This is an optimization exercise on Yosys and OpenROAD, whose aim is small area, a short achievable clock period and few clock cycles, not a production implementation.
RTL that was checked went through simulation tests only; none was proved equivalent to the original.
Only the layout flow was run in runs 1, 2, 5 and 6; the RTL was not checked for function there.
Power figures rest on the tool's default switching activity, not on a simulated workload.

### flow/flow/run.sh
#!/bin/bash
set -euo pipefail
bash standard.sh SETUP_SLACK_MARGIN=7 'BUFFER_PORTS_ARGS=-buffer_cell sky130_fd_sc_hd__buf_2' finish > standard.log 2>&1
### flow/standard.sh
#!/bin/bash
# synth_recipe.tcl (not shown) runs the flow's synth.tcl, then flattens the netlist and writes it again
# the make line also repeats each setting of config.mk as NAME=value (left out here)
make -C /OpenROAD-flow-scripts/flow DESIGN_CONFIG=/design/flow/config.mk WORK_HOME=/design/flow/orfs CLKGATE_MAP_FILE= SYNTH_SCRIPT=/design/flow/synth_recipe.tcl "${@:-finish}"
### flow/config.mk
export PLATFORM = sky130hd
export DESIGN_NAME = RISC_V_Pipeline
export DESIGN_NICKNAME = RISC_V_Pipeline
export VERILOG_FILES = /design/flow/design.v
export SDC_FILE = /design/flow/constraint.sdc
export NUM_CORES = 4
export LEC_CHECK = 0
export CAP_MARGIN = 20
export CORE_MARGIN = 2
export CORE_UTILIZATION = 40
export PLACE_DENSITY = 0.5
export SETUP_SLACK_MARGIN = 5
export SLEW_MARGIN = 20
export SYNTH_HIERARCHICAL = 1
### flow/constraint.sdc
create_clock -name core_clock -period 11.0 [get_ports {clk}]
set_input_delay 2.2000 -clock core_clock [delete_from_list [all_inputs] [get_ports {clk}]]
set_output_delay 2.2000 -clock core_clock [all_outputs]
set_load 0.01 [all_outputs]
### flow/design.v
`timescale 1ns/1ns
module G_INV(a, y);            input a;          output y; assign y = ~a; endmodule
module G_NAND2(a, b, y);       input a, b;       output y; assign y = ~(a & b); endmodule
module G_NAND3(a, b, c, y);    input a, b, c;    output y; assign y = ~(a & b & c); endmodule
module G_NAND4(a, b, c, d, y); input a, b, c, d; output y; assign y = ~(a & b & c & d); endmodule
module G_NOR2(a, b, y);        input a, b;       output y; assign y = ~(a | b); endmodule
module G_AOI21(a, b, c, y);    input a, b, c;    output y; assign y = ~((a & b) | c); endmodule
module G_OAI21(a, b, c, y);    input a, b, c;    output y; assign y = ~((a | b) & c); endmodule
module G_AOI22(a, b, c, d, y); input a, b, c, d; output y; assign y = ~((a & b) | (c & d)); endmodule
module G_AO21(a, b, c, y);     input a, b, c;    output y; assign y = (a & b) | c; endmodule
module G_XOR2(a, b, y);        input a, b;       output y; assign y = a ^ b; endmodule
module G_XNOR2(a, b, y);       input a, b;       output y; assign y = ~(a ^ b); endmodule
module G_ANDN(a, bn, y);       input a, bn;      output y; assign y = a & ~bn; endmodule
module G_MUX2I(a0, a1, s, y);  input a0, a1, s;  output y; assign y = ~(s ? a1 : a0); endmodule
module G_MUX2(a0, a1, s, y);   input a0, a1, s;  output y; assign y = s ? a1 : a0; endmodule
module G_NOR3(a, b, c, y);     input a, b, c;    output y; assign y = ~(a | b | c); endmodule
module ReadBit(r, s, n0, n1);
    input [30:0] r, s;
    output n0, n1;
    wire [30:0] m = r & s;
    assign n0 = ~(|m[15:0]);
    assign n1 = ~(|m[30:16]);
endmodule
module Inc4(x, y);
    input [31:0] x;
    output [31:0] y;
    assign y = x + 32'd4;
endmodule
module KSAdder(x, ny, cin, s, ncout, eq);
    parameter N = 32;    
    localparam L = 5;
    input [N-1:0] x, ny;
    input cin;
    output [N-1:0] s;
    output ncout, eq;
    wire [N-1:0] g [0:L];
    wire [N-1:0] p [0:L];
    wire [N-1:0] p0;
    genvar i, l;
    generate
        for (i = 0; i < N; i = i + 1) begin : pg
            G_XNOR2 px(.a(x[i]), .b(ny[i]), .y(p0[i]));
            if (i == 0) begin : c0
                wire gx;
                G_ANDN gn(.a(x[i]), .bn(ny[i]), .y(gx));
                G_AO21 gc(.a(p0[i]), .b(cin), .c(gx), .y(g[0][i]));
            end else begin : cn
                G_ANDN gn(.a(x[i]), .bn(ny[i]), .y(g[0][i]));
            end
            assign p[0][i] = p0[i];
        end
        for (l = 1; l <= L; l = l + 1) begin : lv
            for (i = 0; i < N; i = i + 1) begin : b
                if (i >= (1 << (l - 1))) begin : m
                    if (l % 2 == 1) begin : odd    
                        G_AOI21 gc(.a(p[l-1][i]), .b(g[l-1][i - (1 << (l - 1))]), .c(g[l-1][i]), .y(g[l][i]));
                        if (i >= (1 << l)) begin : pp
                            G_NAND2 pc(.a(p[l-1][i]), .b(p[l-1][i - (1 << (l - 1))]), .y(p[l][i]));
                        end else begin : pz
                            assign p[l][i] = 1'b1;
                        end
                    end else begin : even          
                        G_OAI21 gc(.a(p[l-1][i]), .b(g[l-1][i - (1 << (l - 1))]), .c(g[l-1][i]), .y(g[l][i]));
                        if (i >= (1 << l)) begin : pp
                            G_NOR2 pc(.a(p[l-1][i]), .b(p[l-1][i - (1 << (l - 1))]), .y(p[l][i]));
                        end else begin : pz
                            assign p[l][i] = 1'b0;
                        end
                    end
                end else begin : t
                    G_INV gc(.a(g[l-1][i]), .y(g[l][i]));
                    assign p[l][i] = (l % 2 == 1) ? 1'b1 : 1'b0;
                end
            end
        end
        for (i = 0; i < N; i = i + 1) begin : sm
            if (i == 0) begin : s0
                G_XOR2 sx(.a(p0[0]), .b(cin), .y(s[0]));
            end else begin : so
                G_XNOR2 sx(.a(p0[i]), .b(g[L][i-1]), .y(s[i]));
            end
        end
        wire [7:0] e1;
        wire [3:0] e2;
        wire ne;
        for (i = 0; i < 8; i = i + 1) begin : eq1
            G_NAND4 e(.a(p0[4*i]), .b(p0[4*i+1]), .c(p0[4*i+2]), .d(p0[4*i+3]), .y(e1[i]));
        end
        for (i = 0; i < 4; i = i + 1) begin : eq2
            G_NOR2 e(.a(e1[2*i]), .b(e1[2*i+1]), .y(e2[i]));
        end
        G_NAND4 eq3(.a(e2[0]), .b(e2[1]), .c(e2[2]), .d(e2[3]), .y(ne));
        G_INV eq4(.a(ne), .y(eq));
    endgenerate
    assign ncout = g[L][N-1];
endmodule
`timescale 1ns/1ns
module RISC_V_Pipeline(clk, rst, imem_addr, imem_rdata, dmem_addr, dmem_wdata, dmem_we, dmem_rdata);
    input clk, rst;
    output [31:0] imem_addr, dmem_addr, dmem_wdata;
    output dmem_we;
    input [31:0] imem_rdata, dmem_rdata;
    localparam OP_R    = 7'b0110011, OP_I    = 7'b0010011, OP_LOAD = 7'b0000011,
               OP_S    = 7'b0100011, OP_B    = 7'b1100011, OP_JALR = 7'b1100111,
               OP_JAL  = 7'b1101111, OP_LUI  = 7'b0110111;
    reg [31:0] pcF;
    reg        rdr;           
    reg        holdR;         
    reg [31:0] rdrT;
    reg [31:0] irX, pcX;
    reg        vX;
    reg [31:1] selA, selB;    
    reg        fwdA, fwdB;    
    reg        fwdSD;         
    reg xLoad, xStore, xJal, xJalr, xJmp, xImm, xWr;
    reg xAddB, xAddNB;        
    reg xAddNI;               
    reg xCin;                 
    reg xBeq, xBne, xBlt, xBge;
    reg rSum, rSlt, rSltu, rXor, rOr, rAnd, rLui, rLink;
    reg [31:0] mRes, mWdata;
    reg        mWe, mRegW, mLoad;
    reg [4:0]  mRd;
    reg [31:0] rf [1:31];
    wire [31:0] fa = rdr ? rdrT : holdR ? pcX : pcF;
    wire [31:0] fa4;
    Inc4 faInc(.x(fa), .y(fa4));
    assign imem_addr  = fa;
    assign dmem_addr  = mRes;
    assign dmem_wdata = mWdata;
    assign dmem_we    = mWe;
    wire [31:0] wbData = mLoad ? dmem_rdata : mRes;
    always @(posedge clk) begin
        if (mRegW)
            rf[mRd] <= wbData;
    end
    wire [4:0] rd = irX[11:7];
    wire [31:0] immI = {{20{irX[31]}}, irX[31:20]};
    wire [31:0] immS = {{20{irX[31]}}, irX[31:25], irX[11:7]};
    wire [31:0] immB = {{20{irX[31]}}, irX[7], irX[30:25], irX[11:8], 1'b0};
    wire [31:0] immJ = {{12{irX[31]}}, irX[19:12], irX[20], irX[30:21], 1'b0};
    wire [31:0] immU = {irX[31:12], 12'b0};
    wire [31:0] imm = xStore ? immS : immI;
    wire [31:0] a, b;
    genvar j, r;
    generate
        for (j = 0; j < 32; j = j + 1) begin : rdbit
            wire [30:0] col;
            for (r = 1; r < 32; r = r + 1) begin : c
                assign col[r-1] = rf[r][j];
            end
            wire a0, a1, b0, b1, fa_n, fb_n;
            ReadBit ra(.r(col), .s(selA), .n0(a0), .n1(a1));
            ReadBit rb(.r(col), .s(selB), .n0(b0), .n1(b1));
            G_NAND2 fan(.a(fwdA), .b(mRes[j]), .y(fa_n));
            G_NAND2 fbn(.a(fwdB), .b(mRes[j]), .y(fb_n));
            G_NAND3 ao(.a(a0), .b(a1), .c(fa_n), .y(a[j]));
            G_NAND3 bo(.a(b0), .b(b1), .c(fb_n), .y(b[j]));
        end
    endgenerate
    wire [31:0] tImm = ({32{xImm}} & imm) | ({32{xAddNI}} & ~imm);
    wire [31:0] uOp = tImm | {32{xAddB}};
    wire [31:0] vOp = tImm | {32{xAddNB}};
    wire [31:0] nOpAdd;
    wire [31:0] sum;
    wire nCout, eqB;
    generate
        for (j = 0; j < 32; j = j + 1) begin : opm
            G_MUX2I m(.a0(vOp[j]), .a1(uOp[j]), .s(b[j]), .y(nOpAdd[j]));
        end
    endgenerate
    KSAdder #(32) adder(.x(a), .ny(nOpAdd), .cin(xCin), .s(sum), .ncout(nCout), .eq(eqB));
    wire [31:0] opB = (xImm | xAddNI) ? imm : b;
    wire ltu = nCout;
    wire lts = (a[31] ^ opB[31]) ? a[31] : ltu;
    wire [31:0] pcX4 = pcX + 32'd4;
    wire [31:0] result = ({32{rSum}} & sum) |
                         ({32{rSlt}} & {31'd0, lts}) |
                         ({32{rSltu}} & {31'd0, ltu}) |
                         ({32{rXor}} & (a ^ opB)) |
                         ({32{rOr}} & (a | opB)) |
                         ({32{rAnd}} & (a & opB)) |
                         ({32{rLui}} & immU) |
                         ({32{rLink}} & pcX4);
    wire sgnDiff = a[31] ^ opB[31];
    wire ltIfC = sgnDiff ? (a[31] ? xBlt : xBge) : xBlt;    
    wire ltIfNC = sgnDiff ? (a[31] ? xBlt : xBge) : xBge;   
    wire tLt, tEq, nTaken;
    G_MUX2 mlt(.a0(ltIfNC), .a1(ltIfC), .s(nCout), .y(tLt));
    G_MUX2 meq(.a0(xBne), .a1(xBeq), .s(eqB), .y(tEq));
    G_NOR3 tk(.a(tLt), .b(tEq), .c(xJmp), .y(nTaken));
    wire taken = vX & ~nTaken;
    wire [31:0] brTarget = pcX + (xJal ? immJ : immB);
    wire [31:0] target = xJalr ? sum : brTarget;
    wire [6:0] opcF = imem_rdata[6:0];
    wire [2:0] f3F  = imem_rdata[14:12];
    wire [4:0] rdF  = imem_rdata[11:7];
    wire [4:0] rs1F = imem_rdata[19:15];
    wire [4:0] rs2F = imem_rdata[24:20];
    wire fR = opcF == OP_R, fI = opcF == OP_I, fLoad = opcF == OP_LOAD, fS = opcF == OP_S,
         fB = opcF == OP_B, fJalr = opcF == OP_JALR, fJal = opcF == OP_JAL, fLui = opcF == OP_LUI;
    wire fAlu = fR | fI;
    wire useRs1F = fAlu | fLoad | fS | fB | fJalr;
    wire useRs2F = fR | fB;            
    wire xWrites = vX & xWr;
    wire matchA = xWrites & (rd == rs1F);
    wire matchB = xWrites & (rd == rs2F);
    wire hold = xLoad & ((matchA & useRs1F) | (matchB & useRs2F));
    reg [31:1] selAF, selBF;
    integer k;
    always @(*) begin
        for (k = 1; k < 32; k = k + 1) begin
            selAF[k] = (rs1F == k) & ~matchA;
            selBF[k] = (rs2F == k) & ~matchB;
        end
    end
    always @(posedge clk or posedge rst) begin
        if (rst) begin
            pcF <= 32'd0;
            rdr <= 1'b0;
            holdR <= 1'b0;
            vX <= 1'b0;
            mWe <= 1'b0;
            mRegW <= 1'b0;
            mLoad <= 1'b0;
        end else begin
            rdr <= taken;
            vX <= ~taken & ~hold;
            holdR <= hold;
            pcF <= fa4;
            mWe <= vX & xStore;
            mRegW <= xWrites;
            mLoad <= xWrites & xLoad;
        end
    end
    always @(posedge clk) begin
        irX <= imem_rdata;
        pcX <= fa;
        selA <= selAF;
        selB <= selBF;
        fwdA <= matchA & ~xLoad;
        fwdB <= matchB & ~xLoad;
        fwdSD <= matchB & xLoad;
        xLoad <= fLoad;
        xStore <= fS;
        xJal <= fJal;
        xJalr <= fJalr;
        xJmp <= fJal | fJalr;
        xImm <= (fI & ~f3F[1]) | fLoad | fS | fJalr;
        xAddNI <= fI & f3F[1];
        xAddB <= fR & ~imem_rdata[30] & ~f3F[1];
        xAddNB <= (fR & (imem_rdata[30] | f3F[1])) | fB;
        xCin <= (fR & (imem_rdata[30] | f3F[1])) | (fI & f3F[1]) | fB;
        xWr <= (fAlu | fLoad | fJalr | fJal | fLui) & (rdF != 5'd0);
        xBeq <= fB & (f3F == 3'd0);
        xBne <= fB & (f3F == 3'd1);
        xBlt <= fB & (f3F == 3'd4);
        xBge <= fB & (f3F == 3'd5);
        rSum <= (fAlu & (f3F == 3'd0)) | fLoad | fS;
        rSlt <= fAlu & (f3F == 3'd2);
        rSltu <= fAlu & (f3F == 3'd3);
        rXor <= fAlu & (f3F == 3'd4);
        rOr <= fAlu & (f3F == 3'd6);
        rAnd <= fAlu & (f3F == 3'd7);
        rLui <= fLui;
        rLink <= fJal | fJalr;
        rdrT <= target;
        mRes <= result;
        mWdata <= fwdSD ? dmem_rdata : b;
        mRd <= rd;
    end
endmodule
==> impl_metrics.toml, run 1 <==
[final_layout]
nets = 4936
drive_gt1_frac = 0.294
num_antenna_cells = 0
design_area_um2 = 71100
syn2layout_area_growth_pct = 21.1
post-route-util = 0.488

[pwr]
leakage_nw = 25.1
power_density_nw_per_um2 = 175
irDropWorstVdd_mv = 0.136
totalPowerFinal_mw = 12.5

[timing]
grt_setup_unrepaired = "yes"
fmax_mhz = 232
fin_crit_sh = 0.392
setup_tns_ns = 0
slew_headroom = 0.338
maxSlewViolCount = 0
worst_hold_slack_ns = 0.458
timing.final.crit_period_ns = 4.31
clock_skew_ns = 0.0348
setup_viol = 0
hold_viol_final = 0
tightest_slew_ns = 0.990

[worst_setup_path]
critPathCaptureType = "output pin"
crit_path_max_incr_delay_ns = 0.50
arrival_ns = 2.11
cp_max_fo = 8
r2r-start = "selB[22]"
r2r_slack_ns = 7.06
worstSetupPathType = "reg -> out"
worstPathCellList = "clkbuf_16 > mux2i_1 > o21ai_2 > buf_2"
r2r_end = "vX"
cpMaxStageDelayCell = "dfrtp_2"
worstPathRequired_ns = 8.80
critPathLaunchType = "flip-flop"
rr_worst_depth = 17

[worst_hold_path]
worstHoldStart = "xLoad"
hold_depth = 1
holdPathEnd = "fwdB"
hp-class = "reg -> reg"

[logic_synthesis]
synth-edff-count = 992
yosysWarnings = 8
ys_ff_latch = 1275
synth_cells = 4320
yosysUniqueCellTypes = 84
synth-seq-area-share = 0.607
netlist_area_um2 = 58700
syn_area_per_cell_um2 = 13.6
async_flop_share = 0.0298
synth-main-ff-cell = "edfxtp_1"

[clock_tree]
cts_max_path_buffers = 3
cts_made_buffers = 143
clock-sinks = 1275
clk_latency_ns = 0.80
clk_pin_slew_ns = 0.06
cts_tree = "built"
root_buffer = "clkbuf_16"
htree_levels = 4
holdBufCountCts = 0

[global_routing]
track_usage = 0.322
antenna_found_initial = 20
overflow = 0
use_met2 = 0.504
met1_usage = 0.425
grt_pass1_vias = 43037
grt_use_met3 = 0.0797
grt_pass1_wl_um = 339000
grt_max_degree = 57
top_usage_layer = "met2"

[place]
dp_hpwl_um = 155000
io_buffers = 162
placed_area_um2 = 62700
gp_routability_congestion = 0.973

[die]
die-area_um2 = 150000
start_util = 0.403
die_h_um = 387
core_area_um2 = 146000
die_w_um = 387
rows = 140
pin_count = 163

[routing]
drc = 0
post_drt_via_cell_ratio = 6.57
drt-pass1-iter-count = 10
first_iter_violations = 5859
wl_per_cell_um = 36.7
wl_um = 250000
num_vias = 44730
ant_nets = 0

[status]
status = "complete, no violations"

[flow_run]
drv_cap = 0
[critical path, delay by kind of cell, from the launching register on]
family,cells,cell delay (ns)
flip-flops,1,0.50
buffers and inverters,2,0.41
AO/OA/AOI/OAI,1,0.26
multiplexers,1,0.14
[worst max-delay path by stage]
stage / depth (start not counted) / end / slack (ns) / from
5_1_grt: 4 / imem_addr[22] / 6.63 / holdR
6_report: 4 / imem_addr[22] / 6.69 / holdR
3_3_place_gp: 16 / mRes[22] / 5.53 / selB[7]
3_5_place_dp: 16 / mRes[22] / 5.68 / selB[7]
2_1_floorplan: 4 / imem_addr[4] / 7.01 / holdR
4_1_cts: 5 / imem_addr[10] / 6.70 / holdR
[Yosys stat by module, one instance, submodules excluded, a selection]
module | area [um^2] | cells
G_XOR2 | 8.76 | 1
G_NOR2 | 3.75 | 1
ReadBit | 174 | 19
Inc4 | 579 | 83
G_NAND3 | 5.00 | 1
G_NOR3 | 10.0 | 1
G_AO21 | 7.51 | 1
RISC_V_Pipeline | 43600 | 2489
G_MUX2 | 15.0 | 1
G_NAND2 | 3.75 | 1
G_NAND4 | 6.26 | 1
G_INV | 3.75 | 1
G_OAI21 | 5.00 | 1
G_ANDN | 13.8 | 1
[layout by cell type, fill, tap and decap left out, types with 126 or more instances in the layout]
cell,synthesis,final
edfxtp_1,992,992
a22oi_1,412,412
nand2_1,288,277
a22o_1,258,258
a221oi_2,256,253
dfxtp_1,245,208
nor2_1,271,191
buf_4,3,178
buf_2,3,159
clkbuf_16,0,150
inv_1,128,126
[synthesized netlist by cell type (59+ instances only)]
| master | n | share of area |
|---|---|---|
| mux2i_1 | 88 | 0.015 |
| xnor2_1 | 115 | 0.017 |
| a221oi_2 | 256 | 0.066 |
| mux2_2 | 72 | 0.014 |
| ha_1 | 96 | 0.020 |
| nor2_1 | 271 | 0.017 |
| inv_1 | 128 | 0.0082 |
| a21oi_2 | 79 | 0.012 |
| nand3_1 | 176 | 0.015 |
| and4_1 | 68 | 0.010 |
| a22oi_1 | 412 | 0.053 |
| edfxtp_1 | 992 | 0.51 |
| a22o_1 | 258 | 0.039 |
| nand2_1 | 288 | 0.018 |
| a222oi_1 | 73 | 0.012 |
| o21ai_1 | 62 | 0.0053 |
| nand4_1 | 96 | 0.010 |
| clkbuf_1 | 59 | 0.0038 |
| o21ai_0 | 73 | 0.0062 |
| dfxtp_1 | 245 | 0.084 |
[final cells by class]
type	instances	area [um^2]
clock buffer	198	3980
tap	1917	2400
inverter	128	480
sequential	1275	35700
fill	12811	74700
timing repair buffer	384	2890
multi-input combinational	2841	24700
clock inverter	67	923
[registers in the layout (all words and copies together), names as in the netlist, 5 cells and up]
name	flops
pcX	32
pcF	32
selA	31
rf	992
mRes	32
selB	31
rdrT	32
mRd	5
irX	25
mWdata	32
[cell families after synthesis]
kind of cell	count (synthesis)	synth area share
AOI/OAI and AO/OA	1385	0.215
xor gates and xnor gates	143	0.0213
adders and majority gates	97	0.0208
buffers and inverters	204	0.0133
DFF	1275	0.607
muxes	162	0.0293
and+or+nand+nor	1054	0.0927
[per-stage QoR]
stage	cells	worst slack (ns)
3_5_place_dp	6439	5.68
6_report	6810	6.69
4_1_cts	6755	6.70
3_3_place_gp	6439	5.53
2_1_floorplan	4320	7.01
5_1_grt	6810	6.63
[power breakdown]
part	internal, mW	switching (mW)	total (mW)	leakage, nW
clock network	3.01	2.03	5.04	2.38
logic	0.757	1.13	1.88	10.4
registers	5.34	0.196	5.54	12.3
total	9.11	3.35	12.5	25.1
[repair_timing]
action / 4_1_cts / 5_1_grt
setup endpoints to repair: 94 / 71
pin swaps: 38 / 70
resized for setup: 372 / 196
setup buffers: 51 / 52
cloned: 0 / 3
[layer usage]
| metal | share of wire | vias to the layer above |
|---|---|---|
| li1 | - | 18685 |
| met1 | 0.41 | 22961 |
| met2 | 0.45 | 2527 |
| met3 | 0.095 | 545 |
| met4 | 0.044 | 12 |
| met5 | 0.00036 | - |
==> inputs of run 2 (changes only) <==
==> flow/flow/run.sh (replaced) <==
#!/bin/bash
set -euo pipefail
ARGS=(SETUP_SLACK_MARGIN=7 'BUFFER_PORTS_ARGS=-buffer_cell sky130_fd_sc_hd__buf_2')
bash standard.sh "${ARGS[@]}" synth > synth.log 2>&1
SYNTH_ODB=orfs/results/$FLOW_PLATFORM/RISC_V_Pipeline/base/1_synth.odb openroad -no_init -exit flow/downsize.tcl > downsize.log 2>&1
bash standard.sh "${ARGS[@]}" finish > standard.log 2>&1
==> flow/flow/downsize.tcl (new file) <==
# Set every combinational cell of the synthesized netlist to its drive
# strength 1 (where the library has one); placement and timing repair then
# size up only the cells that need it. Flip-flops are left as synthesized.
read_db $::env(SYNTH_ODB)
set db [ord::get_db]
set n 0
foreach inst [[ord::get_db_block] getInsts] {
    set name [[$inst getMaster] getName]
    if {[regexp {^sky130_fd_sc_hd__([a-z0-9]+)_([0-9]+)$} $name -> base drv]} {
        if {$drv > 1 && ![regexp {^(df|edf|sdf|dl|conb|tap|fill|decap|clk)} $base]} {
            set m [$db findMaster "sky130_fd_sc_hd__${base}_1"]
            if {$m ne "NULL"} {
                $inst swapMaster $m
                incr n
            }
        }
    }
}
puts "downsized $n cells"
write_db $::env(SYNTH_ODB)
==> run 2 against run 1 <==
  * Still clean
  * Synthesized cell count is the same
  * Power shrank 2.3%
  * Clock-buffer cell count grew 4
  * Sequential power is essentially flat
  * Die area shrank 3.8%
  * Worst hold slack lost 0.022 ns
  * Sequential share of layout area grew 1.8 points
  * Clock skew shrank 0.012 ns
  * Core utilization grew 0.39 points
  * Largest cell class unchanged
  * Largest power group unchanged
  * Highest routed layer unchanged
==> impl_metrics.toml, run 2 <==
[status]
status = "complete, no violations"

[routing]
ant_nets = 0
drt-pass1-iter-count = 9
drc = 0
num_vias = 44724
wl_per_cell_um = 36.0
post_drt_via_cell_ratio = 6.60
first_iter_violations = 6388
wl_um = 244000

[worst_setup_path]
worstSetupPathType = "reg -> out"
cp_max_fo = 15
critPathCaptureType = "output pin"
worstPathRequired_ns = 8.80
critPathLaunchType = "flip-flop"
arrival_ns = 2.03

[clock_tree]
htree_levels = 4
cts_made_buffers = 145
holdBufCountCts = 0
clk_latency_ns = 0.80
cts_max_path_buffers = 3
cts_tree = "built"
clk_pin_slew_ns = 0.06
clock-sinks = 1275
root_buffer = "clkbuf_16"

[final_layout]
largest-register = "rf"
regArea_um2 = 35700
largest_reg_flops = 992
layout_commonest_cell = "edfxtp_1"
syn2layout_area_growth_pct = 21.7
nets = 4941
final_cell_mix = "edfxtp_1, a22oi_1, nand2_1, a22o_1, a221oi_1"
multi_input_area_um2 = 22500
post-route-util = 0.492
drive_gt1_frac = 0.212
fillerInstances = 12358

[timing]
fmax_mhz = 236
tightest_slew_ns = 1.17
setup_tns_ns = 0
hold_viol_final = 0
fin_crit_sh = 0.385
timing.final.crit_period_ns = 4.23
slew_headroom = 0.221
grt_setup_unrepaired = "yes"
setup_viol = 0
maxSlewViolCount = 0
clock_skew_ns = 0.0231

[worst_hold_path]
hp-class = "reg -> reg"

[logic_synthesis]
syn_area_per_cell_um2 = 13.1
synth_cells = 4320
netlist_area_um2 = 56400
yosysWarnings = 8

[die]
die-area_um2 = 144000
core_area_um2 = 140000
rows = 137
die_h_um = 380
die_w_um = 380
start_util = 0.404
pin_count = 163

[flow_run]
drv_cap = 0

[global_routing]
grt_max_degree = 65
track_usage = 0.325
grt_pass1_vias = 42945
top_usage_layer = "met2"
grt_use_met3 = 0.0785
antenna_found_initial = 20
overflow = 0
use_met2 = 0.499
met1_usage = 0.430
grt_pass1_wl_um = 330000

[pwr]
leakage_nw = 24.2
irDropWorstVdd_mv = 0.131
power_density_nw_per_um2 = 177

[place]
dp_hpwl_um = 152000
io_buffers = 162
gp_routability_congestion = 0.932
## run 2: cell count changes in the layout (fill, tap and decap cells not counted), sizes merged
cell | before | now
bufinv | 20 | 10
diode | 0 | 2
buf | 380 | 384
clkinv | 39 | 44
nand2b | 30 | 31
clkbuf | 202 | 204
clkinvlp | 2 | 4
## run 2: metal layers
metal	part of all wire	up-vias	wire length [um]
met5	0.00023	-	57
met4	0.053	8	12800
met3	0.10	595	24400
met2	0.45	2655	109000
met1	0.40	22783	97900
li1	-	18683	-
## run 2: worst paths after layout
check,from,endpoint,slack (ns),cells past startpoint
worst max-delay path,holdR,imem_addr[27],6.77,5
worst min-delay path,xLoad,fwdB,0.44,1
worst max register to register,selB[7],vX,7.07,16
worst min register to register,xLoad,fwdB,0.44,1
max in group asynchronous,rst,mLoad,8.92,3
min in group asynchronous,rst,pcF[20],1.57,3
## run 2: layout make-up
cell class | count | share of cell area
Sequential cell | 1275 | 0.520
Multi-Input combinational cell | 2842 | 0.328
Clock buffer | 202 | 0.0593
Timing Repair Buffer | 386 | 0.0414
Tap cell | 1876 | 0.0342
Clock inverter | 64 | 0.00957
Inverter | 128 | 0.00700
Antenna cell | 2 | 0.0000729
## run 2: report_power, final
part / internal, mW / switching (mW)
Sequential: 5.34 / 0.186
Combinational: 0.691 / 1.08
Clock: 2.83 / 2.04
## run 2: per-stage QoR
step / std cells / hold slack [ns] / instance area (um^2) / setup WS (ns) / power [mW]
3_3_place_gp: 6417 / 0.430 / 60600 / 5.98 / 7.10
4_1_cts: 6736 / 0.434 / 67100 / 6.71 / 12.1
6_report: 6775 / 0.436 / 68700 / 6.77 / 12.2
2_1_floorplan: 4320 / 0.393 / 56400 / 7.04 / 6.45
5_1_grt: 6774 / 0.453 / 68700 / 6.69 / 12.5
3_5_place_dp: 6418 / 0.423 / 60600 / 6.06 / 7.10
## run 2: timing repair
item,4_1_cts,5_1_grt
pin swaps,56,82
resized for setup,336,265
buffers inserted,50,32
setup endpoints to repair,96,74
cloned,2,4
## run 2: critical path: stages, from the launching register on
cell     delay (ns)
dfrtp_2        0.43
buf_12         0.17
buf_12         0.15
mux2i_1        0.12
o21ai_2        0.17
buf_2          0.16
==> inputs of run 3 (changes only) <==
--- a/flow/design.v
+++ b/flow/design.v
@@ -21,4 +21,11 @@
     assign n0 = ~(|m[15:0]);
     assign n1 = ~(|m[30:16]);
+endmodule
+module IncDec(x, inc, dec);
+    parameter N = 11;
+    input [N-1:0] x;
+    output [N-1:0] inc, dec;
+    assign inc = x + 1'b1;
+    assign dec = x - 1'b1;
 endmodule
 module Inc4(x, y);
@@ -81,4 +88,5 @@
             end
         end
+        if (N == 32) begin : eqt
         wire [7:0] e1;
         wire [3:0] e2;
@@ -92,4 +100,7 @@
         G_NAND4 eq3(.a(e2[0]), .b(e2[1]), .c(e2[2]), .d(e2[3]), .y(ne));
         G_INV eq4(.a(ne), .y(eq));
+        end else begin : noeq
+            assign eq = 1'b0;
+        end
     endgenerate
     assign ncout = g[L][N-1];
@@ -105,17 +116,17 @@
                OP_JAL  = 7'b1101111, OP_LUI  = 7'b0110111;
     reg [31:0] pcF;
-    reg        rdr;           
-    reg        holdR;         
+    reg        rdr, rdrO;     
     reg [31:0] rdrT;
-    reg [31:0] irX, pcX;
+    reg [31:0] irX;
     reg        vX;
+    reg [31:0] altX;          
     reg [31:1] selA, selB;    
     reg        fwdA, fwdB;    
     reg        fwdSD;         
-    reg xLoad, xStore, xJal, xJalr, xJmp, xImm, xWr;
+    reg xLoad, xStore, xJalr, xImm, xWr;
     reg xAddB, xAddNB;        
     reg xAddNI;               
     reg xCin;                 
-    reg xBeq, xBne, xBlt, xBge;
+    reg xEq, xNe, xLt, xGe;   
     reg rSum, rSlt, rSltu, rXor, rOr, rAnd, rLui, rLink;
     reg [31:0] mRes, mWdata;
@@ -123,8 +134,13 @@
     reg [4:0]  mRd;
     reg [31:0] rf [1:31];
-    wire [31:0] fa = rdr ? rdrT : holdR ? pcX : pcF;
+    wire [31:0] fa = rdr ? rdrT : pcF;
     wire [31:0] fa4;
     Inc4 faInc(.x(fa), .y(fa4));
-    assign imem_addr  = fa;
+    genvar j, r;
+    generate
+        for (j = 0; j < 32; j = j + 1) begin : fo
+            G_MUX2 m(.a0(pcF[j]), .a1(rdrT[j]), .s(rdrO), .y(imem_addr[j]));
+        end
+    endgenerate
     assign dmem_addr  = mRes;
     assign dmem_wdata = mWdata;
@@ -138,10 +154,7 @@
     wire [31:0] immI = {{20{irX[31]}}, irX[31:20]};
     wire [31:0] immS = {{20{irX[31]}}, irX[31:25], irX[11:7]};
-    wire [31:0] immB = {{20{irX[31]}}, irX[7], irX[30:25], irX[11:8], 1'b0};
-    wire [31:0] immJ = {{12{irX[31]}}, irX[19:12], irX[20], irX[30:21], 1'b0};
     wire [31:0] immU = {irX[31:12], 12'b0};
     wire [31:0] imm = xStore ? immS : immI;
     wire [31:0] a, b;
-    genvar j, r;
     generate
         for (j = 0; j < 32; j = j + 1) begin : rdbit
@@ -174,5 +187,4 @@
     wire ltu = nCout;
     wire lts = (a[31] ^ opB[31]) ? a[31] : ltu;
-    wire [31:0] pcX4 = pcX + 32'd4;
     wire [31:0] result = ({32{rSum}} & sum) |
                          ({32{rSlt}} & {31'd0, lts}) |
@@ -182,15 +194,16 @@
                          ({32{rAnd}} & (a & opB)) |
                          ({32{rLui}} & immU) |
-                         ({32{rLink}} & pcX4);
+                         ({32{rLink}} & altX);
     wire sgnDiff = a[31] ^ opB[31];
-    wire ltIfC = sgnDiff ? (a[31] ? xBlt : xBge) : xBlt;    
-    wire ltIfNC = sgnDiff ? (a[31] ? xBlt : xBge) : xBge;   
-    wire tLt, tEq, nTaken;
+    wire ltIfC = sgnDiff ? (a[31] ? xLt : xGe) : xLt;     
+    wire ltIfNC = sgnDiff ? (a[31] ? xLt : xGe) : xGe;    
+    wire tLt, tEq, nRedir;
     G_MUX2 mlt(.a0(ltIfNC), .a1(ltIfC), .s(nCout), .y(tLt));
-    G_MUX2 meq(.a0(xBne), .a1(xBeq), .s(eqB), .y(tEq));
-    G_NOR3 tk(.a(tLt), .b(tEq), .c(xJmp), .y(nTaken));
-    wire taken = vX & ~nTaken;
-    wire [31:0] brTarget = pcX + (xJal ? immJ : immB);
-    wire [31:0] target = xJalr ? sum : brTarget;
+    G_MUX2 meq(.a0(xNe), .a1(xEq), .s(eqB), .y(tEq));
+    G_NOR3 rd3(.a(tLt), .b(tEq), .c(xJalr), .y(nRedir));
+    wire redirect, redirectO;
+    G_ANDN rda(.a(vX), .bn(nRedir), .y(redirect));
+    G_ANDN rdb(.a(vX), .bn(nRedir), .y(redirectO));
+    wire [31:0] target = xJalr ? sum : altX;
     wire [6:0] opcF = imem_rdata[6:0];
     wire [2:0] f3F  = imem_rdata[14:12];
@@ -203,4 +216,24 @@
     wire useRs1F = fAlu | fLoad | fS | fB | fJalr;
     wire useRs2F = fR | fB;            
+    wire pJal = opcF[3];
+    wire pB = opcF[6] & ~opcF[2];
+    wire bwd = imem_rdata[31];
+    wire predF = pJal | (pB & bwd);
+    wire [20:0] offF = pJal ? {imem_rdata[31], imem_rdata[19:12], imem_rdata[20], imem_rdata[30:21], 1'b0}
+                            : {{9{imem_rdata[31]}}, imem_rdata[7], imem_rdata[30:25], imem_rdata[11:8], 1'b0};
+    wire [20:0] lowF;
+    wire lowNC;
+    KSAdder #(21) tadder(.x(fa[20:0]), .ny(~offF), .cin(1'b0), .s(lowF), .ncout(lowNC), .eq());
+    wire [10:0] hiInc, hiDec;
+    IncDec #(11) hiIncDec(.x(fa[31:21]), .inc(hiInc), .dec(hiDec));
+    wire [10:0] hiIfC = bwd ? fa[31:21] : hiInc;
+    wire [10:0] hiIfNC = bwd ? hiDec : fa[31:21];
+    wire [10:0] hiF;
+    generate
+        for (j = 0; j < 11; j = j + 1) begin : hs
+            G_MUX2 m(.a0(hiIfC[j]), .a1(hiIfNC[j]), .s(lowNC), .y(hiF[j]));
+        end
+    endgenerate
+    wire [31:0] predTarget = {hiF, lowF};
     wire xWrites = vX & xWr;
     wire matchA = xWrites & (rd == rs1F);
@@ -215,9 +248,17 @@
         end
     end
+    wire takeP = ~hold & predF;
+    wire [31:0] seqNext = hold ? fa : fa4;
+    wire [31:0] pcNext;
+    generate
+        for (j = 0; j < 32; j = j + 1) begin : pn
+            G_MUX2 m(.a0(seqNext[j]), .a1(predTarget[j]), .s(takeP), .y(pcNext[j]));
+        end
+    endgenerate
     always @(posedge clk or posedge rst) begin
         if (rst) begin
             pcF <= 32'd0;
             rdr <= 1'b0;
-            holdR <= 1'b0;
+            rdrO <= 1'b0;
             vX <= 1'b0;
             mWe <= 1'b0;
@@ -225,8 +266,8 @@
             mLoad <= 1'b0;
         end else begin
-            rdr <= taken;
-            vX <= ~taken & ~hold;
-            holdR <= hold;
-            pcF <= fa4;
+            rdr <= redirect;
+            rdrO <= redirectO;
+            vX <= ~redirect & ~hold;
+            pcF <= pcNext;
             mWe <= vX & xStore;
             mRegW <= xWrites;
@@ -236,5 +277,5 @@
     always @(posedge clk) begin
         irX <= imem_rdata;
-        pcX <= fa;
+        altX <= (pB & ~bwd) ? predTarget : fa4;
         selA <= selAF;
         selB <= selBF;
@@ -244,7 +285,5 @@
         xLoad <= fLoad;
         xStore <= fS;
-        xJal <= fJal;
         xJalr <= fJalr;
-        xJmp <= fJal | fJalr;
         xImm <= (fI & ~f3F[1]) | fLoad | fS | fJalr;
         xAddNI <= fI & f3F[1];
@@ -253,8 +292,8 @@
         xCin <= (fR & (imem_rdata[30] | f3F[1])) | (fI & f3F[1]) | fB;
         xWr <= (fAlu | fLoad | fJalr | fJal | fLui) & (rdF != 5'd0);
-        xBeq <= fB & (f3F == 3'd0);
-        xBne <= fB & (f3F == 3'd1);
-        xBlt <= fB & (f3F == 3'd4);
-        xBge <= fB & (f3F == 3'd5);
+        xEq <= fB & ((f3F == 3'd0) & ~bwd | (f3F == 3'd1) & bwd);
+        xNe <= fB & ((f3F == 3'd1) & ~bwd | (f3F == 3'd0) & bwd);
+        xLt <= fB & ((f3F == 3'd4) & ~bwd | (f3F == 3'd5) & bwd);
+        xGe <= fB & ((f3F == 3'd5) & ~bwd | (f3F == 3'd4) & bwd);
         rSum <= (fAlu & (f3F == 3'd0)) | fLoad | fS;
         rSlt <= fAlu & (f3F == 3'd2);
--- a/flow/config.mk
+++ b/flow/config.mk
@@ -9,4 +9,6 @@
 export CORE_MARGIN = 2
 export CORE_UTILIZATION = 40
+export CTS_CLUSTER_DIAMETER = 70
+export CTS_CLUSTER_SIZE = 26
 export PLACE_DENSITY = 0.5
 export SETUP_SLACK_MARGIN = 5
==> run 3 against run 2 <==
  * Fmax is 1.1% higher
  * Sequential power hardly changed
  * First-iteration DRC count shrank 2.6%
  * Global-route usage grew 0.070 points
  * Clock-buffer cell count fell by 98
  * Design area grew 0.34%
  * Critical path type unchanged
  * Wire length up 0.50%
  * Flip-flop and latch count down 1
  * Clock power down 15%
  * Worst hold slack gained 0.035 ns
==> impl_metrics.toml, run 3 <==
[clock_tree]
cts_max_path_buffers = 3
holdBufCountCts = 0
clk_latency_ns = 0.78
clk_pin_slew_ns = 0.10
root_buffer = "clkbuf_16"
cts_tree = "built"
cts_made_buffers = 99
clock-sinks = 1274
htree_levels = 3

[die]
die_h_um = 383
die_w_um = 383
pin_count = 163
core_area_um2 = 143000
rows = 139
start_util = 0.402
die-area_um2 = 147000

[logic_synthesis]
synth_cells = 4368
netlist_area_um2 = 57400
yosysWarnings = 9
syn_area_per_cell_um2 = 13.1

[final_layout]
syn2layout_area_growth_pct = 20.0
drive_gt1_frac = 0.220
post-route-util = 0.482
design_area_um2 = 68900
layout_commonest_cell = "edfxtp_1"
nets = 4892
largest-register = "rf"
largest_reg_flops = 992
final_cell_mix = "edfxtp_1, a22oi_1, a22o_1, nand2_1, a221oi_1"

[routing]
wl_per_cell_um = 36.3
ant_nets = 0
first_iter_violations = 6225
num_vias = 44397
post_drt_via_cell_ratio = 6.58
drc = 0
wl_um = 245000
drt-pass1-iter-count = 7

[worst_setup_path]
cp_max_fo = 8
critPathCaptureType = "output pin"
arrival_ns = 1.99
worstSetupPathType = "reg -> out"
worstPathRequired_ns = 8.80
critPathLaunchType = "flip-flop"

[timing]
clock_skew_ns = 0.0672
maxSlewViolCount = 0
slew_headroom = 0.273
fin_crit_sh = 0.381
layout_setup_ws_ns = 6.81
hold_viol_final = 0
tightest_slew_ns = 1.09
setup_viol = 0
timing.final.crit_period_ns = 4.19
grt_setup_unrepaired = "yes"
setup_tns_ns = 0
fmax_mhz = 239

[pwr]
irDropWorstVdd_mv = 0.140
totalPowerFinal_mw = 12.4
power_density_nw_per_um2 = 180
leakage_nw = 24.1

[place]
io_buffers = 162
placed_area_um2 = 61900
post-place-ws_ns = 5.23
gp_routability_congestion = 0.971
dp_hpwl_um = 148000

[status]
status = "complete, no violations"

[global_routing]
grt_max_degree = 39
grt_pass1_vias = 42212
track_usage = 0.326
overflow = 0
antenna_found_initial = 18
grt_pass1_wl_um = 334000

[flow_run]
drv_cap = 0

[worst_hold_path]
hp-class = "reg -> reg"
[run 3: changes by cell type in the layout (fill, tap and decap cells not counted), moves of 29 or more]
cell / before / now
buf_6: 20 / 53
mux2i_1: 53 / 23
clkbuf_16: 155 / 103
buf_2: 161 / 125
mux2_4: 0 / 72
mux2_1: 65 / 191
ha_1: 96 / 67
clkbuf_1: 43 / 1
nand2_1: 280 / 241
[run 3: cell type report]
cell class,count,area (um^2)
diodes,2,5.00
clock buffers,104,2570
clock inverters,84,1240
fillers,12758,74000
inverters,147,556
multi-input cells,2872,23600
flip-flops and latches,1274,35700
well taps,1903,2380
repair buffers,364,2850
repair inverters,1,5.00
[run 3: through the flow]
step | cells | hold WS, ns
6_report | 6751 | 0.471
5_1_grt | 6750 | 0.495
3_5_place_dp | 6492 | 0.455
3_3_place_gp | 6492 | 0.438
2_1_floorplan | 4370 | 0.385
4_1_cts | 6717 | 0.473
[run 3: worst max-delay path, stage by stage (launching register included)]
cell and delay [ns]:
dfrtp_2 0.44, buf_6 0.15, buf_16 0.16, mux2_4 0.34, buf_6 0.13
[run 3: power breakdown]
group | leakage (nW) | total [mW] | internal [mW] | switching (mW)
Clock | 1.83 | 4.15 | 1.92 | 2.23
Combinational | 10.3 | 2.71 | 1.14 | 1.57
Sequential | 12.0 | 5.55 | 5.37 | 0.179
[run 3: path summary, 6_finish.rpt]
check                              start             to  slack [ns]  depth (start not counted)
worst max-delay path                rdrO  imem_addr[13]        6.81                          4
worst min-delay path             altX[1]        rdrT[1]        0.47                          1
worst max register to register  selB[20]        mRes[8]        6.99                         16
worst min register to register   altX[1]        rdrT[1]        0.47                          1
max in group asynchronous            rst          mLoad        8.87                          3
min in group asynchronous            rst        pcF[30]        1.60                          3
[run 3: timing repair]
item / CTS / global route
buffers inserted: 32 / 31
pin swaps: 34 / 67
setup endpoints to repair: 152 / 113
gates cloned: 5 / 1
gates resized for setup: 378 / 230
[run 3: routing by layer]
metal  vias up  share of wire  wire length [um]  track usage
met1     22761           0.41            100000        0.444
met3       487           0.11             26000       0.0823
li1      18604              -                 -            -
met2      2539           0.44            107000        0.493
met4         6          0.045             11100        0.136
met5         -        0.00017                41            0
Testbench counts of run 3, summed over its fixed seeds: cycles 19,810.
==> inputs of run 4 (changes only) <==
==> flow/flow/run.sh (replaced) <==
#!/bin/bash
set -euo pipefail
bash standard.sh SETUP_SLACK_MARGIN=7 'BUFFER_PORTS_ARGS=-buffer_cell sky130_fd_sc_hd__buf_2' finish > standard.log 2>&1
--- a/flow/config.mk
+++ b/flow/config.mk
@@ -9,6 +9,4 @@
 export CORE_MARGIN = 2
 export CORE_UTILIZATION = 40
-export CTS_CLUSTER_DIAMETER = 70
-export CTS_CLUSTER_SIZE = 26
 export PLACE_DENSITY = 0.5
 export SETUP_SLACK_MARGIN = 5
removed: flow/flow/downsize.tcl
==> run 4 against run 3 <==
  * Still clean on timing, DRC and antenna
  * Global-route usage fell by 0.42 points
  * Design area rose by 4.4%
  * Power rose by 5.5%
  * Setup slack improved by 0.0058 ns
  * Die area rose by 5.0%
  * Worst hold slack got worse by 0.028 ns
  * First-iteration DRC count fell by 7.9%
  * Non-clock buffer count fell by 37
  * Sequential power barely moved
  * Core utilization fell by 0.15 points
  * Register-to-register slack got worse by 0.07 ns
  * Critical path type unchanged
==> impl_metrics.toml, run 4 <==
[final_layout]
fillerInstances = 13232
multi_input_area_um2 = 26100
nets = 4901
syn2layout_area_growth_pct = 19.4
largest-register = "rf"
regArea_um2 = 35700
final_cell_mix = "edfxtp_1, a22oi_1, a221oi_2, a22o_1, nand2_1"
layout_commonest_cell = "edfxtp_1"
largest_reg_flops = 992
post-route-util = 0.481
drive_gt1_frac = 0.331

[die]
core_area_um2 = 150000
die_h_um = 392
die-area_um2 = 154000
start_util = 0.402
pin_count = 163
die_w_um = 392
rows = 142

[timing]
tightest_slew_ns = 0.990
setup_viol = 0
layout_setup_ws_ns = 6.82
setup_tns_ns = 0
hold_viol_final = 0
fin_crit_sh = 0.380
fmax_mhz = 239
clock_skew_ns = 0.0330
maxSlewViolCount = 0
timing.final.crit_period_ns = 4.18
slew_headroom = 0.338
grt_setup_unrepaired = "yes"

[pwr]
power_density_nw_per_um2 = 182
leakage_nw = 25.1
clkPwrFrac = 0.362
p_int_mw = 9.34
p_sw_mw = 3.76
p_seq_frac = 0.424
swShare = 0.287
power_frac_comb = 0.213
irDropWorstVdd_mv = 0.152

[place]
gp_routability_congestion = 0.986
io_buffers = 162
post-place-ws_ns = 5.48
dp_hpwl_um = 155000

[clock_tree]
cts_tree = "built"
clk_latency_ns = 0.78
cts_max_path_buffers = 3
root_buffer = "clkbuf_16"
cts_made_buffers = 144
clk_pin_slew_ns = 0.06
htree_levels = 4
holdBufCountCts = 0
clock-sinks = 1274

[worst_setup_path]
critical_path.endpoint = "imem_addr[0]"
critPathLaunchType = "flip-flop"
arrival_ns = 1.98
worstPathRequired_ns = 8.80
r2r_end = "vX"
rr_worst_depth = 16
cp_max_fo = 16
r2r_slack_ns = 6.92
worstSetupPathType = "reg -> out"
startpoint = "rdrO"
r2r-start = "selB[1]"
critPathCaptureType = "output pin"

[global_routing]
grt_max_degree = 39
antenna_found_initial = 12
track_usage = 0.321
grt_pass1_vias = 42939
overflow = 0
grt_pass1_wl_um = 343000

[routing]
drt-pass1-iter-count = 9
first_iter_violations = 5732
wl_per_cell_um = 36.5
wl_um = 252000
num_vias = 44489
ant_nets = 0
post_drt_via_cell_ratio = 6.44
drc = 0

[logic_synthesis]
syn_area_per_cell_um2 = 13.8
synth_cells = 4368
yosysWarnings = 9
netlist_area_um2 = 60300

[status]
status = "complete, no violations"

[worst_hold_path]
hp-class = "reg -> reg"
worstHoldStart = "irX[8]"

[flow_run]
drv_cap = 0
==> run 4: cell type report <==
type / count / area share
repair buffers: 327 / 0.0344
well taps: 2016 / 0.0350
multi-input cells: 2874 / 0.362
flip-flops and latches: 1274 / 0.497
clock buffers: 201 / 0.0561
inverters: 147 / 0.00784
diodes: 4 / 0.000139
clock inverters: 63 / 0.00781
==> run 4: timing repair <==
action                                 4_1_cts  5_1_grt
endpoints found under the hold margin        0        0
setup endpoints to repair                  151      111
buffers inserted                            30       21
gates resized for setup                    309      132
gates cloned                                 2        3
pin swaps                                   33       31
==> run 4: worst min-delay path by stage <==
stage                  end  slack, ns  cells past startpoint
finish              mRd[1]       0.44                      0
global route        mRd[1]       0.46                      0
CTS                 mRd[1]       0.45                      0
detailed placement  mRd[1]       0.44                      0
global placement    mRd[1]       0.43                      0
floorplan           mRd[3]       0.38                      0
==> run 4: critical path: stages, from the launching register on <==
cell,delay (ns)
dfrtp_2,0.41
buf_12,0.22
mux2_4,0.39
buf_2,0.17
==> run 4: power groups by stage <==
| stage | sequential [mW] | combinational, mW | clock, mW |
|---|---|---|---|
| 6_report | 5.56 | 2.80 | 4.75 |
| 5_1_grt | 5.58 | 2.97 | 4.99 |
| 4_1_cts | 5.57 | 2.68 | 4.81 |
| 2_1_floorplan | 5.60 | 1.76 | 0 |
| 3_3_place_gp | 5.67 | 2.51 | 0 |
| 3_5_place_dp | 5.67 | 2.51 | 0 |
==> run 4: stage by stage <==
stage | std cells | power, mW | hold WS, ns | area (um^2)
2_1_floorplan | 4370 | 7.35 | 0.384 | 60600
3_3_place_gp | 6582 | 8.18 | 0.433 | 64700
3_5_place_dp | 6582 | 8.18 | 0.439 | 64700
4_1_cts | 6878 | 13.1 | 0.447 | 71200
5_1_grt | 6902 | 13.5 | 0.459 | 72000
6_report | 6906 | 13.1 | 0.443 | 72000
==> run 4: routing by layer <==
metal | GRT usage | routed length, um | vias up
met4 | 0.136 | 11900 | 4
met1 | 0.450 | 107000 | 22996
met5 | 0 | 36 | -
li1 | - | - | 18634
met2 | 0.482 | 110000 | 2376
met3 | 0.0684 | 23200 | 479
==> inputs of run 5 (changes only) <==
--- a/flow/design.v
+++ b/flow/design.v
@@ -18,7 +18,19 @@
     input [30:0] r, s;
     output n0, n1;
-    wire [30:0] m = r & s;
-    assign n0 = ~(|m[15:0]);
-    assign n1 = ~(|m[30:16]);
+    wire [15:0] t;    
+    wire [3:0] q;     
+    genvar i;
+    generate
+        for (i = 0; i < 15; i = i + 1) begin : pr
+            G_AOI22 g(.a(r[2*i]), .b(s[2*i]), .c(r[2*i+1]), .d(s[2*i+1]), .y(t[i]));
+        end
+    endgenerate
+    G_NAND2 last(.a(r[30]), .b(s[30]), .y(t[15]));
+    G_NAND4 q0(.a(t[0]),  .b(t[1]),  .c(t[2]),  .d(t[3]),  .y(q[0]));
+    G_NAND4 q1(.a(t[4]),  .b(t[5]),  .c(t[6]),  .d(t[7]),  .y(q[1]));
+    G_NAND4 q2(.a(t[8]),  .b(t[9]),  .c(t[10]), .d(t[11]), .y(q[2]));
+    G_NAND4 q3(.a(t[12]), .b(t[13]), .c(t[14]), .d(t[15]), .y(q[3]));
+    G_NOR2 h0(.a(q[0]), .b(q[1]), .y(n0));
+    G_NOR2 h1(.a(q[2]), .b(q[3]), .y(n1));
 endmodule
 module IncDec(x, inc, dec);
@@ -187,6 +199,5 @@
     wire ltu = nCout;
     wire lts = (a[31] ^ opB[31]) ? a[31] : ltu;
-    wire [31:0] result = ({32{rSum}} & sum) |
-                         ({32{rSlt}} & {31'd0, lts}) |
+    wire [31:0] resOther = ({32{rSlt}} & {31'd0, lts}) |
                          ({32{rSltu}} & {31'd0, ltu}) |
                          ({32{rXor}} & (a ^ opB)) |
@@ -195,4 +206,10 @@
                          ({32{rLui}} & immU) |
                          ({32{rLink}} & altX);
+    wire [31:0] result;
+    generate
+        for (j = 0; j < 32; j = j + 1) begin : rs
+            G_AO21 m(.a(sum[j]), .b(rSum), .c(resOther[j]), .y(result[j]));
+        end
+    endgenerate
     wire sgnDiff = a[31] ^ opB[31];
     wire ltIfC = sgnDiff ? (a[31] ? xLt : xGe) : xLt;     
@@ -205,5 +222,10 @@
     G_ANDN rda(.a(vX), .bn(nRedir), .y(redirect));
     G_ANDN rdb(.a(vX), .bn(nRedir), .y(redirectO));
-    wire [31:0] target = xJalr ? sum : altX;
+    wire [31:0] target;
+    generate
+        for (j = 0; j < 32; j = j + 1) begin : tg
+            G_MUX2 m(.a0(altX[j]), .a1(sum[j]), .s(xJalr), .y(target[j]));
+        end
+    endgenerate
     wire [6:0] opcF = imem_rdata[6:0];
     wire [2:0] f3F  = imem_rdata[14:12];
==> flow/flow/run.sh (replaced) <==
#!/bin/bash
set -euo pipefail
ARGS=(SETUP_SLACK_MARGIN=7 'BUFFER_PORTS_ARGS=-buffer_cell sky130_fd_sc_hd__buf_2')
bash standard.sh "${ARGS[@]}" synth > synth.log 2>&1
SYNTH_ODB=orfs/results/$FLOW_PLATFORM/RISC_V_Pipeline/base/1_synth.odb openroad -no_init -exit flow/downsize.tcl > downsize.log 2>&1
bash standard.sh "${ARGS[@]}" finish > standard.log 2>&1
==> flow/flow/downsize.tcl (new file) <==
# Set every combinational cell of the synthesized netlist to its drive
# strength 1 (where the library has one); placement and timing repair then
# size up only the cells that need it. Flip-flops are left as synthesized.
read_db $::env(SYNTH_ODB)
set db [ord::get_db]
set n 0
foreach inst [[ord::get_db_block] getInsts] {
    set name [[$inst getMaster] getName]
    if {[regexp {^sky130_fd_sc_hd__([a-z0-9]+)_([0-9]+)$} $name -> base drv]} {
        if {$drv > 1 && ![regexp {^(df|edf|sdf|dl|conb|tap|fill|decap|clk)} $base]} {
            set m [$db findMaster "sky130_fd_sc_hd__${base}_1"]
            if {$m ne "NULL"} {
                $inst swapMaster $m
                incr n
            }
        }
    }
}
puts "downsized $n cells"
write_db $::env(SYNTH_ODB)
--- a/flow/config.mk
+++ b/flow/config.mk
@@ -9,4 +9,6 @@
 export CORE_MARGIN = 2
 export CORE_UTILIZATION = 40
+export CTS_CLUSTER_DIAMETER = 70
+export CTS_CLUSTER_SIZE = 26
 export PLACE_DENSITY = 0.5
 export SETUP_SLACK_MARGIN = 5
==> run 5 against run 4 <==
  * Sequential share of layout area grew 3.0 points
  * First-iteration DRC count is 8.6% higher
  * Design area fell by 5.9%
  * Highest routed layer unchanged
  * Register-to-register slack lost 0.06 ns
  * Still clean
  * Critical path depth rose by 1
  * Final cell count decreased by 0.12%
  * Wire length is 2.6% lower
  * Core utilization down 0.74 points
==> impl_metrics.toml, run 5 <==
[status]
status = "complete, no violations"

[worst_setup_path]
critPathCaptureType = "output pin"
arrival_ns = 1.99
critPathLaunchType = "flip-flop"
worstPathRequired_ns = 8.80
cp_max_fo = 8
worstSetupPathType = "reg -> out"

[worst_hold_path]
hp-class = "reg -> reg"

[pwr]
leakage_nw = 23.5
irDropWorstVdd_mv = 0.148
clkPwrFrac = 0.335
power_density_nw_per_um2 = 178
p_sw_mw = 3.72
p_seq_frac = 0.461
power_frac_comb = 0.204
p_int_mw = 8.33
swShare = 0.309

[timing]
clock_skew_ns = 0.0442
worst_hold_slack_ns = 0.440
setup_viol = 0
layout_setup_ws_ns = 6.81
slew_headroom = 0.262
maxSlewViolCount = 0
fmax_mhz = 239
timing.final.crit_period_ns = 4.19
hold_viol_final = 0
grt_setup_unrepaired = "yes"
fin_crit_sh = 0.381
setup_tns_ns = 0
tightest_slew_ns = 1.11

[routing]
num_vias = 45127
wl_um = 245000
drt-pass1-iter-count = 8
drc = 0
wl_per_cell_um = 35.6
ant_nets = 0
post_drt_via_cell_ratio = 6.54
first_iter_violations = 6225

[die]
die_w_um = 383
core_area_um2 = 143000
rows = 139
pin_count = 163
start_util = 0.401
die_h_um = 383
die-area_um2 = 147000

[global_routing]
grt_pass1_vias = 42758
grt_max_degree = 39
grt_pass1_wl_um = 334000
overflow = 0
track_usage = 0.325
antenna_found_initial = 25

[clock_tree]
clk_latency_ns = 0.77
holdBufCountCts = 0
htree_levels = 3
cts_made_buffers = 100
clock-sinks = 1274
cts_tree = "built"
cts_max_path_buffers = 3
root_buffer = "clkbuf_16"
clk_pin_slew_ns = 0.09

[logic_synthesis]
yosysWarnings = 9
synth_cells = 4540
syn_area_per_cell_um2 = 12.7
netlist_area_um2 = 57400

[final_layout]
fin_cells = 6898
nets = 5025
design_area_um2 = 67700
largest-register = "rf"
final_cell_mix = "edfxtp_1, a22oi_1, nand2_1, nand4_1, dfxtp_1"
syn2layout_area_growth_pct = 17.9
largest_reg_flops = 992
drive_gt1_frac = 0.175
layout_commonest_cell = "edfxtp_1"

[flow_run]
drv_cap = 0

[place]
dp_hpwl_um = 151000
post-place-ws_ns = 5.61
gp_routability_congestion = 0.991
io_buffers = 162
dp_cells = 6672
placed_area_um2 = 61900
## run 5: what timing repair did
item	in CTS	in global routing
pin swaps	5	35
gates cloned	2	1
endpoints found under the setup margin	144	129
setup buffers	7	11
gates resized for setup	197	206
## run 5: layout make-up
| class | instances | area (um^2) |
|---|---|---|
| clock buffer | 104 | 2540 |
| multi-input combinational | 3051 | 23200 |
| clock inverter | 86 | 1100 |
| tap | 1903 | 2380 |
| timing repair buffer | 318 | 2260 |
| antenna | 15 | 37.5 |
| fill | 12843 | 75400 |
| inverter | 147 | 553 |
| sequential | 1274 | 35600 |
## run 5: power groups by stage
stage          logic, mW  clock network [mW]  registers (mW)
2_1_floorplan       1.43                   0            5.58
3_5_place_dp        2.19                   0            5.67
4_1_cts             2.33                4.09            5.56
6_report            2.46                4.04            5.56
5_1_grt             2.62                4.26            5.57
3_3_place_gp        2.19                   0            5.67
## run 5: per-layer routing
layer	routed length, um	track usage	up-vias
met5	148	0.00595	-
met4	10800	0.130	10
met3	25900	0.0848	535
met2	108000	0.491	2794
met1	101000	0.443	22911
li1	-	-	18877
## run 5: stage by stage
stage / power (mW) / utilization
finish: 12.1 / 0.473
CTS: 12.0 / 0.465
detailed placement: 7.85 / 0.433
global placement: 7.85 / 0.433
floorplan: 7.01 / -
global route: 12.5 / 0.473
## run 5: worst paths after layout
check,to,depth (start not counted),slack (ns),start
worst min-delay path,mLoad,2,0.44,xWr
worst max-delay path,imem_addr[6],4,6.81,rdrO
worst min register to register,mLoad,2,0.44,xWr
max in group asynchronous,pcF[22],2,8.85,rst
min in group asynchronous,pcF[0],2,1.57,rst
worst max register to register,rdrT[28],13,6.86,selA[25]
## run 5: critical path, stage by stage (launching register included)
cell and delay (ns):
dfrtp_2 0.45, buf_12 0.15, buf_16 0.16, mux2_4 0.32, buf_6 0.12
==> inputs of run 6 (changes only) <==
--- a/flow/design.v
+++ b/flow/design.v
@@ -128,5 +128,6 @@
                OP_JAL  = 7'b1101111, OP_LUI  = 7'b0110111;
     reg [31:0] pcF;
-    reg        rdr, rdrO;     
+    reg        rdr;           
+    reg [3:0]  rdrO;          
     reg [31:0] rdrT;
     reg [31:0] irX;
@@ -152,5 +153,5 @@
     generate
         for (j = 0; j < 32; j = j + 1) begin : fo
-            G_MUX2 m(.a0(pcF[j]), .a1(rdrT[j]), .s(rdrO), .y(imem_addr[j]));
+            G_MUX2 m(.a0(pcF[j]), .a1(rdrT[j]), .s(rdrO[j / 8]), .y(imem_addr[j]));
         end
     endgenerate
@@ -219,7 +220,12 @@
     G_MUX2 meq(.a0(xNe), .a1(xEq), .s(eqB), .y(tEq));
     G_NOR3 rd3(.a(tLt), .b(tEq), .c(xJalr), .y(nRedir));
-    wire redirect, redirectO;
+    wire redirect;
+    wire [3:0] redirectO;
     G_ANDN rda(.a(vX), .bn(nRedir), .y(redirect));
-    G_ANDN rdb(.a(vX), .bn(nRedir), .y(redirectO));
+    generate
+        for (j = 0; j < 4; j = j + 1) begin : rdo
+            G_ANDN rdb(.a(vX), .bn(nRedir), .y(redirectO[j]));
+        end
+    endgenerate
     wire [31:0] target;
     generate
@@ -251,11 +257,4 @@
     wire [10:0] hiIfC = bwd ? fa[31:21] : hiInc;
     wire [10:0] hiIfNC = bwd ? hiDec : fa[31:21];
-    wire [10:0] hiF;
-    generate
-        for (j = 0; j < 11; j = j + 1) begin : hs
-            G_MUX2 m(.a0(hiIfC[j]), .a1(hiIfNC[j]), .s(lowNC), .y(hiF[j]));
-        end
-    endgenerate
-    wire [31:0] predTarget = {hiF, lowF};
     wire xWrites = vX & xWr;
     wire matchA = xWrites & (rd == rs1F);
@@ -271,9 +270,19 @@
     end
     wire takeP = ~hold & predF;
+    wire takeA = pB & ~bwd;
     wire [31:0] seqNext = hold ? fa : fa4;
-    wire [31:0] pcNext;
-    generate
-        for (j = 0; j < 32; j = j + 1) begin : pn
-            G_MUX2 m(.a0(seqNext[j]), .a1(predTarget[j]), .s(takeP), .y(pcNext[j]));
+    wire [10:0] pcHiC = takeP ? hiIfC : seqNext[31:21];
+    wire [10:0] pcHiNC = takeP ? hiIfNC : seqNext[31:21];
+    wire [10:0] altHiC = takeA ? hiIfC : fa4[31:21];
+    wire [10:0] altHiNC = takeA ? hiIfNC : fa4[31:21];
+    wire [31:0] pcNext, altNext;
+    generate
+        for (j = 0; j < 21; j = j + 1) begin : pn
+            G_MUX2 m(.a0(seqNext[j]), .a1(lowF[j]), .s(takeP), .y(pcNext[j]));
+            G_MUX2 n(.a0(fa4[j]), .a1(lowF[j]), .s(takeA), .y(altNext[j]));
+        end
+        for (j = 21; j < 32; j = j + 1) begin : ph
+            G_MUX2 m(.a0(pcHiC[j-21]), .a1(pcHiNC[j-21]), .s(lowNC), .y(pcNext[j]));
+            G_MUX2 n(.a0(altHiC[j-21]), .a1(altHiNC[j-21]), .s(lowNC), .y(altNext[j]));
         end
     endgenerate
@@ -282,5 +291,5 @@
             pcF <= 32'd0;
             rdr <= 1'b0;
-            rdrO <= 1'b0;
+            rdrO <= 4'd0;
             vX <= 1'b0;
             mWe <= 1'b0;
@@ -299,5 +308,5 @@
     always @(posedge clk) begin
         irX <= imem_rdata;
-        altX <= (pB & ~bwd) ? predTarget : fa4;
+        altX <= altNext;
         selA <= selAF;
         selB <= selBF;
==> run 6 against run 5 <==
  * Combinational power grew 3%
  * Setup slack gained 0.092 ns
  * Largest cell class unchanged
  * Final cell count grew 0.83%
  * Sequential power is essentially flat
  * Flip-flop and latch count grew 3
  * Largest power group unchanged
  * Highest routed layer unchanged
  * Still clean on timing, DRC and antenna
  * Area after synthesis grew 0.24%
==> impl_metrics.toml, run 6 <==
[timing]
tightest_slew_ns = 1.09
fin_crit_sh = 0.373
hold_viol_final = 0
clock_skew_ns = 0.0774
grt_setup_unrepaired = "yes"
slew_headroom = 0.276
setup_tns_ns = 0
maxSlewViolCount = 0
fmax_mhz = 244
timing.final.crit_period_ns = 4.10
setup_viol = 0
layout_setup_ws_ns = 6.90
worst_hold_slack_ns = 0.533

[worst_setup_path]
critPathCaptureType = "flip-flop"
startpoint = "selB[1]"
r2r-start = "selB[1]"
cpMaxStageDelayCell = "mux2_2"
path_common_cell = "a21oi_1"
worstSetupPathType = "reg -> reg"
cp_max_fo = 33
critPathLaunchType = "flip-flop"
crit_buf_inv = 1
worstPathRequired_ns = 11.67
arrival_ns = 4.77
path_delay_family = "compound AO/OA/AOI/OAI gates"
worstPathCellList = "buf_6 > a22oi_1 > nand4_1 > nor2_2 > nand3_4 > mux2i_4 > xnor2_4 > a21oi_1 > o21ai_2 > a21oi_1 > o21ai_1 > a21oi_2 > mux2_2 > nor3_4 > nor2b_1 > nor2_1"
crit_path_max_incr_delay_ns = 0.40

[clock_tree]
cts_tree = "built"
htree_levels = 3
cts_made_buffers = 97
clock-sinks = 1277
clk_latency_ns = 0.79
clk_pin_slew_ns = 0.10
root_buffer = "clkbuf_16"
cts_max_path_buffers = 3

[routing]
ant_nets = 0
wl_per_cell_um = 35.5
wl_um = 247000
drc = 0
drt-pass1-iter-count = 8
post_drt_via_cell_ratio = 6.57
first_iter_violations = 6402
num_vias = 45668

[final_layout]
drive_gt1_frac = 0.188
layout_commonest_cell = "edfxtp_1"
final_cell_mix = "edfxtp_1, a22oi_1, nand2_1, nand4_1, dfxtp_1"
syn2layout_area_growth_pct = 18.8
multi_input_area_um2 = 23600
largest_reg_flops = 992
nets = 5088
largest-register = "rf"
fillerInstances = 12832
regArea_um2 = 35700
post-route-util = 0.477

[global_routing]
grt_pass1_wl_um = 336000
antenna_found_initial = 17
grt_pass1_vias = 42971
grt_max_degree = 42
track_usage = 0.325
overflow = 0

[pwr]
irDropWorstVdd_mv = 0.159
totalPowerFinal_mw = 12.1
leakage_nw = 23.8
power_density_nw_per_um2 = 177

[place]
gp_routability_congestion = 1.00
io_buffers = 162
dp_hpwl_um = 153000
post-place-ws_ns = 5.69

[logic_synthesis]
synth_cells = 4584
yosysWarnings = 9
syn_area_per_cell_um2 = 12.6
netlist_area_um2 = 57600

[worst_hold_path]
hp-class = "reg -> reg"
worstHoldStart = "altX[25]"

[die]
start_util = 0.402
pin_count = 163
rows = 139
die_h_um = 383
core_area_um2 = 143000
die-area_um2 = 147000
die_w_um = 383

[flow_run]
drv_cap = 0

[status]
status = "complete, no violations"
run 6: final cells by class:
class	count	share of cell area
clock buffers	107	0.0365
multi-input cells	3080	0.344
flip-flops and latches	1277	0.522
diodes	12	0.000439
inverters	155	0.00850
repair buffers	344	0.0369
clock inverters	77	0.0164
well taps	1903	0.0348
run 6: timing repair:
item | in CTS | in global routing
pin swaps | 16 | 78
resized for setup | 312 | 209
hold buffers | 0 | 0
endpoints found under the setup margin | 140 | 112
setup buffers | 9 | 34
gates cloned | 1 | 0
endpoints found under the hold margin | 0 | 0
run 6: path summary, 6_finish.rpt:
path | slack [ns] | cells after the start | to
max | 6.90 | 16 | vX
min | 0.53 | 1 | rdrT[25]
max reg2reg | 6.90 | 16 | vX
min reg2reg | 0.53 | 1 | rdrT[25]
max in group asynchronous | 8.86 | 3 | rdrO[2]
min in group asynchronous | 1.59 | 3 | mWe
run 6: worst reg2reg max path, delay by kind of cell (launching register included):
| family | cells | cell delay (ns) |
|---|---|---|
| AND/OR/NAND/NOR | 6 | 1.23 |
| AO/OA/AOI/OAI | 6 | 1.34 |
| flip-flops | 1 | 0.32 |
| multiplexers | 2 | 0.68 |
| XOR/XNOR | 1 | 0.21 |
| buffers and inverters | 1 | 0.21 |
run 6: report_power, final:
part	switching, mW	total [mW]	internal [mW]
registers	0.200	5.58	5.38
logic	1.49	2.53	1.04
clock network	2.10	4.00	1.90
run 6: metal layers:
layer,routed length (um),track usage,share of wire
met4,10900,0.129,0.044
met1,99100,0.434,0.40
met5,224,0,0.00091
met2,109000,0.493,0.44
met3,27400,0.102,0.11
run 6: stage by stage:
step	instance area (um^2)	std cells
global route	68400	6944
finish	68400	6955
CTS	67000	6909
floorplan	57900	4586
global placement	62000	6715
detailed placement	62000	6715

port drivers added, routing unchanged:
Ports are ideal in the flow. The routed layouts listed here were re-timed in OpenROAD.
Step 1 (the two cells are an assumption about what drives the block):
set clk [get_ports {clk}]
set_driving_cell -lib_cell sky130_fd_sc_hd__clkbuf_16 $clk
set_driving_cell -lib_cell sky130_fd_sc_hd__buf_2 [delete_from_list [all_inputs] $clk]
Step 2 also shifts input and output timing later by t, the mid clock arrival at the registers, as if the neighbouring blocks saw the same clock.
a / b / c = ideal ports / drivers / drivers and shift; a / b = the first two.
run	t (ns)	slack for setup (ns)	hold WS [ns]
run 1	0.863	6.690 / 6.606 / 6.882	0.458 / 0.458 / 0.458
run 2	0.867	6.770 / 6.686 / 6.562	0.436 / 0.436 / 0.436
run 3	0.822	6.814 / 6.736 / 6.161	0.471 / 0.471 / 0.471
run 4	0.843	6.820 / 6.740 / 6.260	0.443 / 0.443 / 0.443
run 5	0.829	6.809 / 6.735 / 6.248	0.440 / 0.440 / 0.440
run 6	0.831	6.902 / 6.902 / 6.274	0.533 / 0.533 / 0.533
After both steps setup and hold are still met in every run listed. The setup slack of run 3, which loses most, moves by -0.078 ns with the drivers and by -0.653 ns with both steps.
